From an optimization exercise on the open Yosys and OpenROAD flow, aimed at small area, a short achievable clock period and few clock cycles; shortcuts taken in it are not production practice. Only simulation tests tie the RTL to the original design; equivalence was not proved. No activity file was given, so power comes from the tool's default toggle rates.

## flow/design.v (module list and top-level ports; edited modules follow where they fit)
// module mul_unit: 2459 lines
module mul_unit
    (
        input logic clk,
        input logic rst,
        input logic [1:0] issue_fn3,
        input logic [31:0] rs1,
        input logic [31:0] rs2,
        input logic issue_new_request,
        input logic [3:0] issue_id,
        output logic issue_ready,
        input logic wb_ack,
        output logic wb_done,
        output logic [3:0] wb_id,
        output logic [31:0] wb_rd
    );
  // ...
==> flow/flow/run.sh <==
#!/bin/bash
# Standard ORFS layout (the standard.sh), with the port buffers that
# buffer_ports inserts made plain buffers instead of the default delay cells.
cp standard.sh standard_sh_copy.log
export BUFFER_PORTS_ARGS="-buffer_cell sky130_fd_sc_hd__buf_4"
bash standard.sh > standard.log 2>&1
status=$?
tail -50 standard.log
exit $status
==> flow/standard.sh <==
#!/bin/bash
# synth_recipe.tcl (not shown) runs the flow's synth.tcl, then flattens the netlist and writes it again
# the make line also repeats each setting of config.mk as NAME=value (left out here)
make -C /OpenROAD-flow-scripts/flow DESIGN_CONFIG=/design/flow/config.mk WORK_HOME=/design/flow/orfs CLKGATE_MAP_FILE= SYNTH_SCRIPT=/design/flow/synth_recipe.tcl "${@:-finish}"
==> flow/config.mk <==
export PLATFORM = sky130hd
export DESIGN_NAME = mul_unit
export DESIGN_NICKNAME = mul_unit
export VERILOG_FILES = /design/flow/design.v
export SDC_FILE = /design/flow/constraint.sdc
export NUM_CORES = 4
export LEC_CHECK = 0
export CAP_MARGIN = 20
export CORE_MARGIN = 2
export CORE_UTILIZATION = 40
export SETUP_SLACK_MARGIN = 4
export SLEW_MARGIN = 20
==> flow/constraint.sdc <==
create_clock -name core_clock -period 10.0 [get_ports {clk}]
set_input_delay 2.0000 -clock core_clock [delete_from_list [all_inputs] [get_ports {clk}]]
set_output_delay 2.0000 -clock core_clock [all_outputs]
set_load 0.01 [all_outputs]
==> results.cfg, run 1 <==
[drt]
wl_met1_um = 43500
remaining_drc_errors = 0

[final_layout]
n_all_inverters = 318
seq_cells = 119

[synth]
yosys-top-cells-count = fa_1, xnor2_1, inv_1, a22oi_1, xor2_1
yosys_most_used_dff = edfxtp_1
synth-simple-area-share = 0.0653
yosys_register_bits = 119
synth_cells = 3031
syn_area_mm2 = 0.0285
yosysMostFrequentCell = fa_1

[power]
pg_comb_uw = 10200
sw_frac_of_total = 0.507
p_total_uw = 12400
p_sw_uw = 6280

[critical_path]
crit_cells = 13
r2r_end = cut_q[6]
required_ns = 10.19
endpoint = cut_q[62]

[placed_design]
gp_congestion = 0.931
numPortBuffers = 111

[hold_path]
whs_path_depth = 2

[sta]
period_share = 0.597
setup_ws_ns = 4.03
grt_setup_unrepaired = yes
tightest_slew_ns = 1.01

[global_routing]
grt_usage = 0.293
busiest_layer = met2
antenna_found_initial = 3

[status]
status = no timing/DRC/antenna violations

[clock_tree]
cts_resized = 65
Testbench counts, summed over its fixed seeds: cycles 16,008.
==> run 2, diff against run 1 <==
--- a/flow/config.mk
+++ b/flow/config.mk
@@ -8,5 +8,5 @@
 export CAP_MARGIN = 20
 export CORE_MARGIN = 2
 export CORE_UTILIZATION = 40
-export SETUP_SLACK_MARGIN = 4
+export SETUP_SLACK_MARGIN = 4.5
 export SLEW_MARGIN = 20
==> results.cfg, run 2 <==
[drt]
routedWlPerCell_um = 29.2
drt_iter0_markers = 2828
routed_wl_um = 122000
ant_nets = 0
remaining_drc_errors = 0
vias_per_cell = 6.04
route.vias.total = 25200
firstDrtPassIters = 6

[synth]
synth_warnings = 1
yosys_register_bits = 119
yosys_most_used_dff = edfxtp_1
synth_edf_count = 118
syn_nets = 3708
synth_area_leaders = fa_1, edfxtp_1, xnor2_1
yosysTopAreaCell = fa_1
yosys-top-cells-count = fa_1, xnor2_1, inv_1, a22oi_1, xor2_1
avgSynthCellArea_um2 = 9.41
syn_area_mm2 = 0.0285
async_flop_share = 0
seq_area_frac_synth = 0.125
synth.top_cell.area_share = 0.331
synth_cells = 3031
yosysMostFrequentCell = fa_1
yosysUniqueCellTypes = 59

[clock_tree]
clockBufferDepth = 2
cts_root_buffer = clkbuf_16
cts_hold_buf = 0
clkTransAtPathRegs_ns = 0.07
cts_buffers = 17
h-tree-depth = 4
clkSinkCount = 119
clk_latency_ns = 0.44
cts_tree = yes

[global_routing]
grt_max_degree = 78
grt_pass1_wl_um = 175000
grt_use_met2 = 0.492
grt_use_met1 = 0.428
antenna_found_initial = 4
busiest_layer = met2
gr-usage-met3 = 0.0985
grt_pass1_vias = 26100
grt_usage = 0.327
gr-total-overflow = 0

[critical_path]
worstPathArrival_ns = 6.09
cp-start-kind = input port
cp_max_fo = 6
end_kind = register
critPathKind = in -> reg
required_ns = 10.20

[sta]
fin_setup_tns_ns = 0
fmax_ghz = 0.170
tightest_slew_ns = 0.996
grt_setup_unrepaired = yes
setup_ws_ns = 4.11
setup_viol = 0
finClkSkew_ns = 0.0140
max_slew_margin = 0.336
slew_viol_final = 0
finalHoldViolCount = 0
post-route-min-period_ns = 5.89
period_share = 0.589

[placed_design]
dp_hpwl_um = 83800
numPortBuffers = 111
gp_congestion = 0.932
post-place-ws_ns = 2.49

[final_layout]
final_cell_mix = fa_1, buf_4, inv_1
largest_register_ffs = 113
multi_input_area_mm2 = 0.0267
final_common_cell = fa_1
nNetsFinal = 3895
syn2layout_area_growth_pct = 32.1
ff_latch_area_mm2 = 0.00356
drive_above_1_share = 0.344
fillers = 5964
fin_util = 0.536
largestRegisters = cut_q (113), id_r (4)
largest-register = cut_q

[floorplan]
die_w_um = 271
die_area_mm2 = 0.0734
start_util = 0.406
die_y_um = 271
rows = 97
io_pins = 112
core_mm2 = 0.0703

[status]
status = no timing/DRC/antenna violations

[hold_path]
holdCritPathClass = reg -> reg

[power]
peakVddDrop_v = 0.000239
p_total_uw = 14100
powerDensity_mw_per_mm2 = 375
power_leakage_uw = 0.0145

[run]
max_cap_viol_count = 0
run 2: cell counts after synthesis:
Identical to the previous run, type by type.
run 2: cells by family after synthesis:
group / count (synthesis) / synth area share
AOI/OAI and AO/OA: 757 / 0.171
adders and majority gates: 603 / 0.389
buffers and inverters: 558 / 0.0739
xor gates and xnor gates: 548 / 0.168
and+or+nand+nor: 425 / 0.0653
DFF: 119 / 0.125
muxes: 20 / 0.00781
other: 1 / 0.000132
run 2: final timing paths:
check / start / to / slack [ns] / cells after the start
setup / recovery: rs2[6] / cut_q[62] / 4.11 / 14
hold / removal: valid_r / valid_r / 0.97 / 2
setup reg to reg: valid_r / cut_q[2] / 7.88 / 2
hold reg to reg: valid_r / valid_r / 0.97 / 2
run 2: routing by layer:
| metal | vias to the layer above | routed length, µm |
|---|---|---|
| li1 | 10500 | - |
| met1 | 12500 | 46800 |
| met2 | 1706 | 52300 |
| met3 | 417 | 15500 |
| met4 | 4 | 7400 |
| met5 | - | 29 |
run 2: repair_timing:
action	in CTS	in global routing
endpoints found under the setup margin	108	83
resized for setup	478	246
buffers inserted	194	45
pin swaps	119	127
cloned	24	3
run 2: layout make-up:
class	instances	share of cell area
inverters	314	0.0353
repair buffers	397	0.113
repair inverters	7	0.00223
flip-flops and latches	119	0.0946
multi-input cells	2362	0.708
clock buffers	18	0.0114
clock inverters	14	0.00432
diodes	1	0.0000664
well taps	940	0.0312
run 2: critical path, cell delays in order:
cell and delay (ns):
buf_8 0.10, ha_4 0.16, nor2b_4 0.16, buf_4 0.14, buf_12 0.15, xor2_4 0.09, a22oi_2 0.30, fa_2 0.53
fa_2 0.60, fa_2 0.46, fa_2 0.36, fa_2 0.46, fa_1 0.54, inv_1 0.05
run 2: metrics by stage:
| stage | hold WS (ns) | cells | area (µm²) |
|---|---|---|---|
| 2_1_floorplan | 1.97 | 3031 | 30300 |
| 3_3_place_gp | 0.959 | 3873 | 31000 |
| 3_5_place_dp | 0.971 | 3873 | 31000 |
| 4_1_cts | 0.982 | 4123 | 36000 |
| 5_1_grt | 1.05 | 4171 | 37700 |
| 6_report | 0.972 | 4172 | 37700 |
run 2: power breakdown:
part	internal, µW	switching, µW
Clock	373	254
Sequential	1410	153
Combinational	5260	6650
==> run 3, diff against run 2 <==
==> flow/run.sh (new file) <==
#!/bin/bash
# synth_recipe.tcl (not shown) runs the flow's synth.tcl, then flattens the netlist and writes it again
# the make line also repeats each setting of config.mk as NAME=value (left out here)
make -C /OpenROAD-flow-scripts/flow DESIGN_CONFIG=/design/flow/config.mk WORK_HOME=/design/flow/orfs CLKGATE_MAP_FILE= SYNTH_SCRIPT=/design/flow/synth_recipe.tcl finish
--- a/flow/config.mk
+++ b/flow/config.mk
@@ -8,5 +8,5 @@
 export CAP_MARGIN = 20
 export CORE_MARGIN = 2
 export CORE_UTILIZATION = 40
-export SETUP_SLACK_MARGIN = 4.5
+export SETUP_SLACK_MARGIN = 4
 export SLEW_MARGIN = 20
removed: flow/flow/run.sh
removed: flow/standard.sh
==> results.cfg, run 3 <==
[synth]
synth_cells = 3031
syn_area_mm2 = 0.0285
yosysMostFrequentCell = fa_1
synth_warnings = 1
async_flop_share = 0
synth.top_cell.area_share = 0.331
avgSynthCellArea_um2 = 9.41
synth_area_leaders = fa_1, edfxtp_1, xnor2_1
yosys_most_used_dff = edfxtp_1
yosys_register_bits = 119
syn_nets = 3708
yosys-top-cells-count = fa_1, xnor2_1, inv_1, a22oi_1, xor2_1
yosysTopAreaCell = fa_1
seq_area_frac_synth = 0.125
synth_edf_count = 118
yosysUniqueCellTypes = 59

[run]
max_cap_viol_count = 0

[sta]
finClkSkew_ns = 0.00744
finalHoldViolCount = 0
fmax_ghz = 0.166
max_slew_margin = 0.339
fin_setup_tns_ns = 0
setup_viol = 0
post-route-min-period_ns = 6.01
slew_viol_final = 0
grt_setup_unrepaired = yes
tightest_slew_ns = 0.991
period_share = 0.601

[final_layout]
largest-register = cut_q
syn2layout_area_growth_pct = 24.9
final_cell_mix = fa_1, inv_1, xnor2_1
drive_above_1_share = 0.215
largestRegisters = cut_q (113), id_r (4)
fillers = 6162
ff_latch_area_mm2 = 0.00356
largest_register_ffs = 113
final_common_cell = fa_1
nNetsFinal = 3876
fin_area_mm2 = 0.0356
multi_input_area_mm2 = 0.0247

[global_routing]
grt_usage = 0.311
grt_pass1_vias = 25400
grt_max_degree = 74
gr-total-overflow = 0
grt_pass1_wl_um = 168000
antenna_found_initial = 5

[clock_tree]
clk_latency_ns = 0.43
clkSinkCount = 119
clkTransAtPathRegs_ns = 0.06
cts_buffers = 17
clockBufferDepth = 2
cts_hold_buf = 0
cts_tree = yes
cts_root_buffer = clkbuf_16
h-tree-depth = 4

[critical_path]
cp_max_fo = 11
r2r_slack_ns = 7.79
reg2reg_depth = 2
cp-start-kind = input port
rr_startpoint = valid_r
required_ns = 10.19
worstPathArrival_ns = 6.20
r2r_end = cut_q[21]
end_kind = register
critPathKind = in -> reg

[power]
powerDensity_mw_per_mm2 = 373
power_leakage_uw = 0.0141
peakVddDrop_v = 0.000233

[drt]
ant_nets = 0
routedWlPerCell_um = 28.2
drt_iter0_markers = 3133
firstDrtPassIters = 9
vias_per_cell = 6.07
routed_wl_um = 117000
route.vias.total = 25200
remaining_drc_errors = 0

[floorplan]
die_w_um = 271
die_area_mm2 = 0.0734
start_util = 0.406
io_pins = 112
die_y_um = 271
core_mm2 = 0.0703
rows = 97

[placed_design]
gp_congestion = 0.982
numPortBuffers = 111
post_dp_cell_area_mm2 = 0.0309
dp_hpwl_um = 81700

[status]
status = no timing/DRC/antenna violations

[hold_path]
whs_path_depth = 2
hold_path.startpoint = valid_r
holdCritPathClass = reg -> reg
hold_end = valid_r
-- run 3: cells by family after synthesis --
kind of cell	synth area share
AND/OR/NAND/NOR	0.0653
adder cells (fa/ha/maj)	0.389
AO/OA/AOI/OAI	0.171
other	0.000132
XOR/XNOR	0.168
multiplexers	0.00781
buffers and inverters	0.0739
flip-flops	0.125
-- run 3: critical path, cell delays in order --
cell and delay [ns]:
buf_2 0.43, buf_4 0.40, xor2_2 0.20, a21oi_2 0.09
fa_1 0.59, fa_1 0.48, fa_1 0.55, inv_2 0.05
ha_4 0.26, and2_4 0.17, a31oi_4 0.15, o31ai_2 0.10
or3_4 0.40, a31oi_4 0.19, xnor2_2 0.10
-- run 3: worst max-delay path by stage --
stage / startpoint / end / slack [ns] / cells past startpoint
2_1_floorplan: rs2[13] / cut_q[62] / 3.88 / 14
3_3_place_gp: rs2[13] / cut_q[62] / 2.15 / 13
3_5_place_dp: rs2[15] / cut_q[62] / 2.03 / 12
4_1_cts: rs2[28] / cut_q[80] / 3.95 / 13
5_1_grt: rs2[5] / cut_q[52] / 3.90 / 14
6_report: rs1[4] / cut_q[15] / 3.99 / 15
-- run 3: timing repair --
action	4_1_cts	5_1_grt
buffers inserted	101	76
gates resized for setup	327	261
setup endpoints to repair	103	64
pin swaps	56	76
cloned	23	4
-- run 3: where the power goes --
group / leakage, µW / internal (µW) / switching (µW) / total, µW
clock: 0.000321 / 451 / 253 / 703
combinational: 0.0125 / 4750 / 6240 / 11000
sequential: 0.00124 / 1410 / 154 / 1570
-- run 3: layer usage --
layer / part of all wire / global-route usage
met5: 0.00023 / 0
met4: 0.061 / 0.150
met3: 0.14 / 0.0980
met2: 0.43 / 0.468
met1: 0.37 / 0.404
-- run 3: through the flow --
step | utilization | hold slack [ns] | setup WS, ns | total power [µW] | instances
after floorplan | - | 1.97 | 3.88 | 7870 | 3031
after global placement | 0.440 | 1.02 | 2.15 | 11500 | 3916
after detailed placement | 0.440 | 1.05 | 2.03 | 11700 | 3916
after CTS | 0.483 | 1.06 | 3.95 | 12700 | 4072
after global routing | 0.507 | 1.14 | 3.90 | 14400 | 4152
final | 0.507 | 1.04 | 3.99 | 13300 | 4153
-- run 3: final cells by class --
class	instances	area share
Antenna cell	1	0.0000703
Clock buffer	18	0.0123
Clock inverter	14	0.00619
Inverter	314	0.0363
Multi-Input combinational cell	2361	0.695
Sequential cell	119	0.100
Tap cell	940	0.0330
Timing Repair Buffer	382	0.116
Timing Repair inverter	4	0.00116
==> run 4, diff against run 3 <==
--- a/flow/config.mk
+++ b/flow/config.mk
@@ -8,5 +8,5 @@
 export CAP_MARGIN = 20
 export CORE_MARGIN = 2
 export CORE_UTILIZATION = 40
-export SETUP_SLACK_MARGIN = 4
+export SETUP_SLACK_MARGIN = 5
 export SLEW_MARGIN = 20
==> results.cfg, run 4 <==
[status]
status = no timing/DRC/antenna violations

[sta]
max_slew_margin = 0.324
setup_viol = 0
post-route-min-period_ns = 5.92
slew_viol_final = 0
grt_setup_unrepaired = yes
fin_setup_tns_ns = 0
fmax_ghz = 0.169
finClkSkew_ns = 0.00914
period_share = 0.592
tightest_slew_ns = 1.01
finalHoldViolCount = 0

[synth]
seq_area_frac_synth = 0.125
synth.top_cell.area_share = 0.331
async_flop_share = 0
avgSynthCellArea_um2 = 9.41
synth_cells = 3031
yosysTopAreaCell = fa_1
yosysMostFrequentCell = fa_1
synth_warnings = 1
yosys-top-cells-count = fa_1, xnor2_1, inv_1, a22oi_1, xor2_1
yosys_most_used_dff = edfxtp_1
syn_nets = 3708
synth_edf_count = 118
synth_area_leaders = fa_1, edfxtp_1, xnor2_1
yosysUniqueCellTypes = 59
yosys_register_bits = 119
syn_area_mm2 = 0.0285

[global_routing]
grt_pass1_wl_um = 185000
antenna_found_initial = 2
grt_usage = 0.345
grt_pass1_vias = 27700
gr-total-overflow = 0
grt_max_degree = 78

[final_layout]
largest_register_ffs = 113
nNetsFinal = 4147
syn2layout_area_growth_pct = 50.8
diodes = 0
largest-register = cut_q
multi_input_area_mm2 = 0.0289
fillers = 5287
final_common_cell = buf_4
ff_latch_area_mm2 = 0.00356
drive_above_1_share = 0.465
final_cell_mix = buf_4, fa_1, fa_2
largestRegisters = cut_q (113), id_r (4)
fin_util = 0.612

[critical_path]
end_kind = register
cp-start-kind = input port
critPathKind = in -> reg
r2r_end = cut_q[26]
rr_startpoint = valid_r
reg2reg_depth = 3
cp_max_fo = 8
r2r_slack_ns = 8.05
required_ns = 10.16
worstPathArrival_ns = 6.08

[clock_tree]
clkSinkCount = 119
h-tree-depth = 4
cts_buffers = 17
clockBufferDepth = 2
clkTransAtPathRegs_ns = 0.06
cts_tree = yes
cts_root_buffer = clkbuf_16
clk_latency_ns = 0.42

[drt]
routedWlPerCell_um = 30.2
firstDrtPassIters = 6
route.vias.total = 27200
remaining_drc_errors = 0
drt_iter0_markers = 3214
vias_per_cell = 6.15
routed_wl_um = 134000
ant_nets = 0

[power]
powerDensity_mw_per_mm2 = 368
power_leakage_uw = 0.0166
peakVddDrop_v = 0.000400

[hold_path]
whs_path_depth = 2
hold_path.startpoint = valid_r
hold_end = cut_q[108]
holdCritPathClass = reg -> reg

[floorplan]
io_pins = 112
start_util = 0.406
die_area_mm2 = 0.0734
core_mm2 = 0.0703
die_w_um = 271
rows = 97
die_y_um = 271

[placed_design]
dp_hpwl_um = 83800
gp_congestion = 0.960
numPortBuffers = 111

[run]
max_cap_viol_count = 0
[run 4: cell counts after synthesis]
Identical to the previous run, type by type.
[run 4: metal layers]
layer | global-route usage | up-vias | share of wire
li1 | - | 11000 | -
met1 | 0.432 | 13500 | 0.36
met2 | 0.513 | 2083 | 0.42
met3 | 0.120 | 591 | 0.13
met4 | 0.210 | 4 | 0.080
met5 | 0 | - | 0.00077
[run 4: what timing repair did]
item,in CTS,in global routing
gates resized for setup,1182,410
setup endpoints to repair,139,127
pin swaps,292,244
setup buffers,352,96
gates cloned,36,2
hold buffers,0,0
endpoints found under the hold margin,0,0
[run 4: critical path, cell delays in order]
cell	delay, ns
buf_8	0.12
ha_4	0.16
nor2b_4	0.12
buf_12	0.13
buf_4	0.12
buf_12	0.13
xnor2_1	0.19
nor2_1	0.09
a21oi_2	0.17
fa_2	0.46
fa_1	0.46
fa_1	0.52
inv_2	0.05
ha_4	0.24
and2_4	0.16
a31oi_4	0.14
o31ai_2	0.11
or3_1	0.36
a31oi_1	0.23
xnor2_1	0.10
[run 4: where the power goes]
part	switching, µW	internal, µW
sequential	143	1410
clock	234	368
combinational	7560	6100
[run 4: cell families after synthesis]
kind of cell | after synthesis | synth area share
muxes | 20 | 0.00781
AOI/OAI and AO/OA | 757 | 0.171
xor gates and xnor gates | 548 | 0.168
buffers and inverters | 558 | 0.0739
adders and majority gates | 603 | 0.389
and+or+nand+nor | 425 | 0.0653
other | 1 | 0.000132
DFF | 119 | 0.125
[run 4: area by class of cell]
class                           count  area share
Clock buffer                       18     0.00998
Inverter                          314      0.0313
Sequential cell                   119      0.0829
Tap cell                          940      0.0274
Timing Repair Buffer              644       0.170
Timing Repair inverter              8     0.00300
Multi-Input combinational cell   2366       0.672
Clock inverter                     14     0.00349
[run 4: stage by stage]
step	std cells	cell area (µm²)	setup WS, ns	power [µW]	hold WS (ns)
final	4423	43000	4.08	15800	0.852
after global routing	4423	43000	3.99	16800	0.890
after CTS	4325	40100	4.13	14500	0.867
after detailed placement	3905	31800	2.42	12700	0.965
after global placement	3905	31800	2.49	12500	0.919
after floorplan	3031	30600	3.94	8130	1.97
[run 4: worst max path at each step]
stage / start / endpoint / slack [ns] / depth (start not counted)
finish: rs2[5] / cut_q[15] / 4.08 / 20
global route: rs2[5] / cut_q[15] / 3.99 / 20
CTS: rs2[1] / cut_q[52] / 4.13 / 16
global placement: rs2[3] / cut_q[48] / 2.49 / 14
floorplan: rs2[13] / cut_q[54] / 3.94 / 16
detailed placement: rs2[3] / cut_q[48] / 2.42 / 14
==> run 5, diff against run 4 <==
==> flow/flow/run.sh (new file) <==
#!/bin/bash
# The standard ORFS layout (standard.sh) with two changes:
#  - SYNTH_ARGS=-noabc: Yosys's synth skips its quick "abc -fast" pass, so
#    the full adders written in the RTL reach extract_fa as written; the
#    registers are the same as the standard synthesis's;
#  - the port buffers that buffer_ports inserts are plain buffers
#    (buf_4) instead of the default delay cells.
cp standard.sh standard_sh_copy.log
export BUFFER_PORTS_ARGS="-buffer_cell sky130_fd_sc_hd__buf_4"
bash standard.sh SYNTH_ARGS=-noabc finish > standard.log 2>&1
status=$?
tail -50 standard.log
exit $status
==> flow/standard.sh (new file) <==
#!/bin/bash
# synth_recipe.tcl (not shown) runs the flow's synth.tcl, then flattens the netlist and writes it again
# the make line also repeats each setting of config.mk as NAME=value (left out here)
make -C /OpenROAD-flow-scripts/flow DESIGN_CONFIG=/design/flow/config.mk WORK_HOME=/design/flow/orfs CLKGATE_MAP_FILE= SYNTH_SCRIPT=/design/flow/synth_recipe.tcl "${@:-finish}"
--- a/flow/config.mk
+++ b/flow/config.mk
@@ -8,5 +8,5 @@
 export CAP_MARGIN = 20
 export CORE_MARGIN = 2
 export CORE_UTILIZATION = 40
-export SETUP_SLACK_MARGIN = 5
+export SETUP_SLACK_MARGIN = 4
 export SLEW_MARGIN = 20
removed: flow/run.sh
==> results.cfg, run 5 <==
[critical_path]
cp-start-kind = input port
cp_max_fo = 22
critPathSlowestCell = fa_1
worstPathArrival_ns = 6.15
required_ns = 10.17
crit_top_cell = fa_1
path_cells = buf_4, ha_1, clkinvlp_4, buf_4, o22ai_1, fa_1, fa_1, fa_1, fa_2, fa_2
critPathKind = in -> reg
end_kind = register
max_stage_delay_ns = 0.57

[placed_design]
gp_congestion = 0.986
post-place-ws_ns = 2.88
dp_hpwl_um = 75900
numPortBuffers = 111

[power]
peakVddDrop_v = 0.000320
p_total_uw = 11600
power_leakage_uw = 0.0115
powerDensity_mw_per_mm2 = 381

[global_routing]
antenna_found_initial = 3
grt_usage = 0.292
grt_pass1_vias = 23300
grt_max_degree = 70
grt_pass1_wl_um = 152000
gr-total-overflow = 0

[synth]
yosysTopAreaCell = fa_1
synth-simple-area-share = 0.0552
seq_area_frac_synth = 0.131
yosys_register_bits = 119
avgSynthCellArea_um2 = 10.0
synth_top_family_by_area = adder cells
synth_area_leaders = fa_1, xnor2_1, edfxtp_1
yosys_most_used_dff = edfxtp_1
yosysMostFrequentCell = xnor2_1
synth-xor-area-share = 0.184
yosys.area_share.adder = 0.407
synth_mux_area_frac = 0.00735
synth.top_cell.area_share = 0.346
yosys-top-cells-count = xnor2_1, fa_1, o22ai_1, clkbuf_1, ha_1
synth_cells = 2717
synth_compound_area_frac = 0.166
syn_nets = 3395
async_flop_share = 0
yosysUniqueCellTypes = 61
syn_area_mm2 = 0.0272
synth_edf_count = 118
synth_warnings = 1

[floorplan]
core_mm2 = 0.0673
die_w_um = 265
die_area_mm2 = 0.0702
start_util = 0.405
die_y_um = 265
io_pins = 112
rows = 95

[status]
status = no timing/DRC/antenna violations

[sta]
max_slew_margin = 0.120
fmax_ghz = 0.167
post-route-min-period_ns = 5.98
tightest_slew_ns = 1.31
grt_setup_unrepaired = yes
finClkSkew_ns = 0.00780
whs_ns = 0.682
setup_ws_ns = 4.02
period_share = 0.598
setup_viol = 0
slew_viol_final = 0
finalHoldViolCount = 0
fin_setup_tns_ns = 0

[drt]
met2_length_um = 44800
remaining_drc_errors = 0
firstDrtPassIters = 8
wl_met1_um = 40900
routed_wl_um = 104000
routedWlPerCell_um = 29.1
drt_iter0_markers = 2943
ant_nets = 0
routed-wl-met3_um = 12600
highest_layer = met5
vias_per_cell = 6.37
route.vias.total = 22900

[clock_tree]
cts_tree = yes
clk_latency_ns = 0.45
clkTransAtPathRegs_ns = 0.07
clockBufferDepth = 2
h-tree-depth = 4
cts_root_buffer = clkbuf_16
cts_hold_buf = 0
cts_buffers = 17
clkSinkCount = 119

[final_layout]
diodes = 0
largest_register_ffs = 113
fillers = 6264
final_common_cell = xnor2_1
nNetsFinal = 3386
final_cell_mix = xnor2_1, fa_1, o22ai_1
largestRegisters = cut_q (113), id_r (4)
syn2layout_area_growth_pct = 12.0
largest-register = cut_q
drive_above_1_share = 0.133

[hold_path]
holdCritPathClass = reg -> reg

[run]
max_cap_viol_count = 0
-- run 5: changes by cell type after synthesis, sizes merged, moves of 23 or more --
cell | previous run | this run
a21oi | 191 | 100
a22oi | 257 | 10
inv | 308 | 108
nand2 | 146 | 103
nor2 | 160 | 76
nor2b | 16 | 39
o21ai | 114 | 89
o22ai | 79 | 438
xnor2 | 326 | 521
xor2 | 222 | 52
-- run 5: what timing repair did --
action,4_1_cts,5_1_grt
pin swaps,0,2
cloned,6,8
resized for setup,66,70
setup endpoints to repair,95,51
setup buffers,17,29
-- run 5: worst paths after layout --
kind	start	end	slack, ns	cells after the start
worst max register to register	valid_r	cut_q[24]	7.52	3
worst max-delay path	rs2[25]	cut_q[70]	4.02	10
worst min register to register	valid_r	valid_r	0.68	2
worst min-delay path	valid_r	valid_r	0.68	2
-- run 5: cell families (layout without fill, tap and decap cells) --
kind of cell	after synthesis	after routing
buf+inv	356	359
fa+ha+maj	604	604
compound gates	729	729
mux	18	18
simple gates	318	319
flops	119	119
xor+xnor	573	573
-- run 5: layout make-up --
cell class	instances	area, µm²	share of cell area
multi-input cells	2243	22800	0.747
flip-flops and latches	119	3560	0.117
repair buffers	212	1960	0.0643
well taps	873	1090	0.0358
inverters	109	500	0.0164
clock buffers	17	425	0.0139
clock inverters	15	125	0.00410
repair inverters	6	40.0	0.00131
-- run 5: per-stage QoR --
| stage | util | instances | area [µm²] |
|---|---|---|---|
| global route | 0.453 | 3594 | 30500 |
| detailed placement | 0.427 | 3502 | 28700 |
| global placement | 0.427 | 3502 | 28700 |
| finish | 0.453 | 3594 | 30500 |
| floorplan | - | 2717 | 27500 |
| CTS | 0.444 | 3557 | 29800 |
-- run 5: power by group --
part | total, µW | internal [µW] | switching (µW)
clock | 608 | 341 | 267
sequential | 1560 | 1420 | 141
combinational | 9460 | 4070 | 5390
total | 11600 | 5830 | 5790
-- run 5: worst max-delay path: cells and delay by family --
family          cells  cell delay [ns]
compound gates      1             0.19
fa+ha+maj           6             3.12
buf+inv             3             0.83
-- run 5: metal layers --
| layer | global-route usage | up-vias |
|---|---|---|
| li1 | - | 9513 |
| met1 | 0.390 | 11500 |
| met2 | 0.440 | 1607 |
| met3 | 0.0816 | 328 |
| met4 | 0.134 | 4 |
| met5 | 0 | - |
==> run 6, diff against run 5 <==
--- a/flow/config.mk
+++ b/flow/config.mk
@@ -8,5 +8,5 @@
 export CAP_MARGIN = 20
 export CORE_MARGIN = 2
 export CORE_UTILIZATION = 40
-export SETUP_SLACK_MARGIN = 4
+export SETUP_SLACK_MARGIN = 3.5
 export SLEW_MARGIN = 20
==> results.cfg, run 6 <==
[floorplan]
io_pins = 112
die_w_um = 265
core_mm2 = 0.0673
rows = 95
die_y_um = 265
die_area_mm2 = 0.0702
start_util = 0.405

[synth]
synth-xor-area-share = 0.184
seq_area_frac_synth = 0.131
synth-simple-area-share = 0.0552
yosys_most_used_dff = edfxtp_1
synth_edf_count = 118
synth_area_leaders = fa_1, xnor2_1, edfxtp_1
yosys_register_bits = 119
synth_cells = 2717
yosysMostFrequentCell = xnor2_1
yosysTopAreaCell = fa_1
yosysUniqueCellTypes = 61
avgSynthCellArea_um2 = 10.0
synth_top_family_by_area = adder cells
synth_mux_area_frac = 0.00735
synth_compound_area_frac = 0.166
yosys-top-cells-count = xnor2_1, fa_1, o22ai_1, clkbuf_1, ha_1
synth_warnings = 1
synth.top_cell.area_share = 0.346
syn_area_mm2 = 0.0272
async_flop_share = 0
yosys.area_share.adder = 0.407
syn_nets = 3395

[final_layout]
nNetsFinal = 3339
largest-register = cut_q
largest_register_ffs = 113
largestRegisters = cut_q (113), id_r (4)
final_common_cell = xnor2_1
fin_area_mm2 = 0.0296
diodes = 0
fillers = 6326
drive_above_1_share = 0.102
syn2layout_area_growth_pct = 8.60
final_cell_mix = xnor2_1, fa_1, o22ai_1

[placed_design]
numPortBuffers = 111
dp_hpwl_um = 76400
gp_congestion = 0.992
post_dp_cell_area_mm2 = 0.0287

[critical_path]
worstPathArrival_ns = 6.65
cp-start-kind = input port
cp_max_fo = 27
crit_top_cell = fa_1
critPathSlowestCell = fa_1
required_ns = 10.20
max_stage_delay_ns = 0.58
critPathKind = in -> reg
path_cells = buf_4, inv_1, ha_1, buf_12, nand2_2, buf_6, xnor2_4, a21oi_1, fa_1, inv_1, fa_1, fa_1, fa_1, fa_1, fa_1
end_kind = register

[sta]
fmax_ghz = 0.155
period_share = 0.645
fin_setup_tns_ns = 0
setup_viol = 0
grt_setup_unrepaired = yes
finClkSkew_ns = 0.0145
slew_viol_final = 0
max_slew_margin = 0.265
post-route-min-period_ns = 6.45
tightest_slew_ns = 1.10
finalHoldViolCount = 0

[clock_tree]
clk_latency_ns = 0.47
clkTransAtPathRegs_ns = 0.06
clkSinkCount = 119
cts_root_buffer = clkbuf_16
h-tree-depth = 4
clockBufferDepth = 2
cts_tree = yes
cts_buffers = 17

[global_routing]
grt_pass1_vias = 22900
antenna_found_initial = 0
grt_usage = 0.285
gr-total-overflow = 0
grt_max_degree = 70
grt_pass1_wl_um = 149000

[drt]
route.vias.total = 22400
routed_wl_um = 99500
ant_nets = 0
firstDrtPassIters = 8
routedWlPerCell_um = 28.1
vias_per_cell = 6.32
remaining_drc_errors = 0
drt_iter0_markers = 3113

[power]
power_leakage_uw = 0.0111
powerDensity_mw_per_mm2 = 371
p_total_uw = 11000
peakVddDrop_v = 0.000190

[run]
max_cap_viol_count = 0

[status]
status = no timing/DRC/antenna violations

[hold_path]
holdCritPathClass = reg -> reg
run 6: cell counts after synthesis:
No cell type changed its count.
run 6: area by class of cell:
type	instances	area, µm²	area share
clock buffer	17	425	0.0144
inverter	109	440	0.0149
sequential	119	3560	0.120
timing repair inverter	1	5.00	0.000169
tap	873	1090	0.0369
clock inverter	15	216	0.00732
multi-input combinational	2244	22500	0.762
timing repair buffer	169	1300	0.0441
run 6: power by group:
part           switching (µW)  internal (µW)  total (µW)
registers                 154           1420        1570
logic                    4890           3820        8710
clock network             273            423         696
total                    5320           5660       11000
run 6: cell families (layout without fill, tap and decap cells):
logic type	after synthesis	count (layout)
adder cells (fa/ha/maj)	604	604
buffers and inverters	356	311
flip-flops	119	119
AND/OR/NAND/NOR	318	320
XOR/XNOR	573	573
multiplexers	18	18
AO/OA/AOI/OAI	729	729
run 6: routing by layer:
layer,track usage,part of all wire
met5,0,0
met4,0.116,0.046
met3,0.0831,0.12
met2,0.421,0.42
met1,0.391,0.41
run 6: final timing paths:
| check | startpoint | endpoint | slack, ns | depth (start not counted) |
|---|---|---|---|---|
| worst min register to register | valid_r | valid_r | 0.93 | 2 |
| worst min-delay path | valid_r | valid_r | 0.93 | 2 |
| worst max-delay path | issue_fn3[1] | cut_q[62] | 3.55 | 15 |
| worst max register to register | valid_r | cut_q[33] | 7.53 | 3 |
run 6: critical path, delay by kind of cell:
family                   cells  cell delay (ns)
adder cells (fa/ha/maj)      7             3.33
XOR/XNOR                     1             0.30
AND/OR/NAND/NOR              1             0.19
buffers and inverters        5             0.67
AO/OA/AOI/OAI                1             0.13
run 6: metrics by stage:
stage / utilization / setup WS [ns] / hold slack (ns) / instances
2_1_floorplan: - / 3.53 / 1.97 / 2717
3_3_place_gp: 0.427 / 2.64 / 0.898 / 3503
4_1_cts: 0.437 / 3.49 / 0.965 / 3536
3_5_place_dp: 0.427 / 2.65 / 0.958 / 3503
6_report: 0.440 / 3.55 / 0.933 / 3547
5_1_grt: 0.440 / 3.47 / 0.976 / 3547
run 6: repair_timing:
action / CTS / global route
buffers inserted: 0 / 9
cloned: 1 / 2
hold buffers: 0 / 0
setup endpoints to repair: 35 / 37
endpoints found under the hold margin: 0 / 0
pin swaps: 0 / 0
resized for setup: 11 / 21

==> port drivers added, routing unchanged <==
The results above use ideal ports. As a check the final layouts listed here were re-extracted and re-timed, cells and wires unchanged. Step 1, drivers: a clkbuf_16 drives clk and a buf_2 each remaining input, both assumed. Step 2 times the ports against the registers' clock, not the clock port: input delays grow and output delays shrink by t, the midpoint of the rising clock arrivals with the driver on. Three values: ideal ports, drivers, drivers and shift; two values: the first two.
run | shift t [ns] | setup slack, ns | hold slack, ns | worst setup path at the end | worst data-port slew with drivers (ns)
run 1 | 0.485 | 4.026 / 3.930 / 3.445 | 0.983 / 0.983 / 0.983 | input to register | 0.21
run 2 | 0.488 | 4.108 / 4.118 / 3.630 | 0.972 / 0.972 / 0.972 | input to register | 0.18
run 3 | 0.489 | 3.990 / 4.019 / 3.529 | 1.035 / 1.035 / 1.035 | input to register | 0.05
run 4 | 0.465 | 4.085 / 4.082 / 3.617 | 0.852 / 0.852 / 0.852 | input to register | 0.08
run 5 | 0.506 | 4.023 / 3.962 / 3.456 | 0.682 / 0.682 / 0.682 | input to register | 0.24
run 6 | 0.513 | 3.550 / 3.578 / 3.065 | 0.933 / 0.933 / 0.933 | input to register | 0.09
After both steps every run listed still meets setup and hold. The setup slack of run 1, which loses most, moves by -0.096 ns with the drivers and by -0.581 ns with both steps.
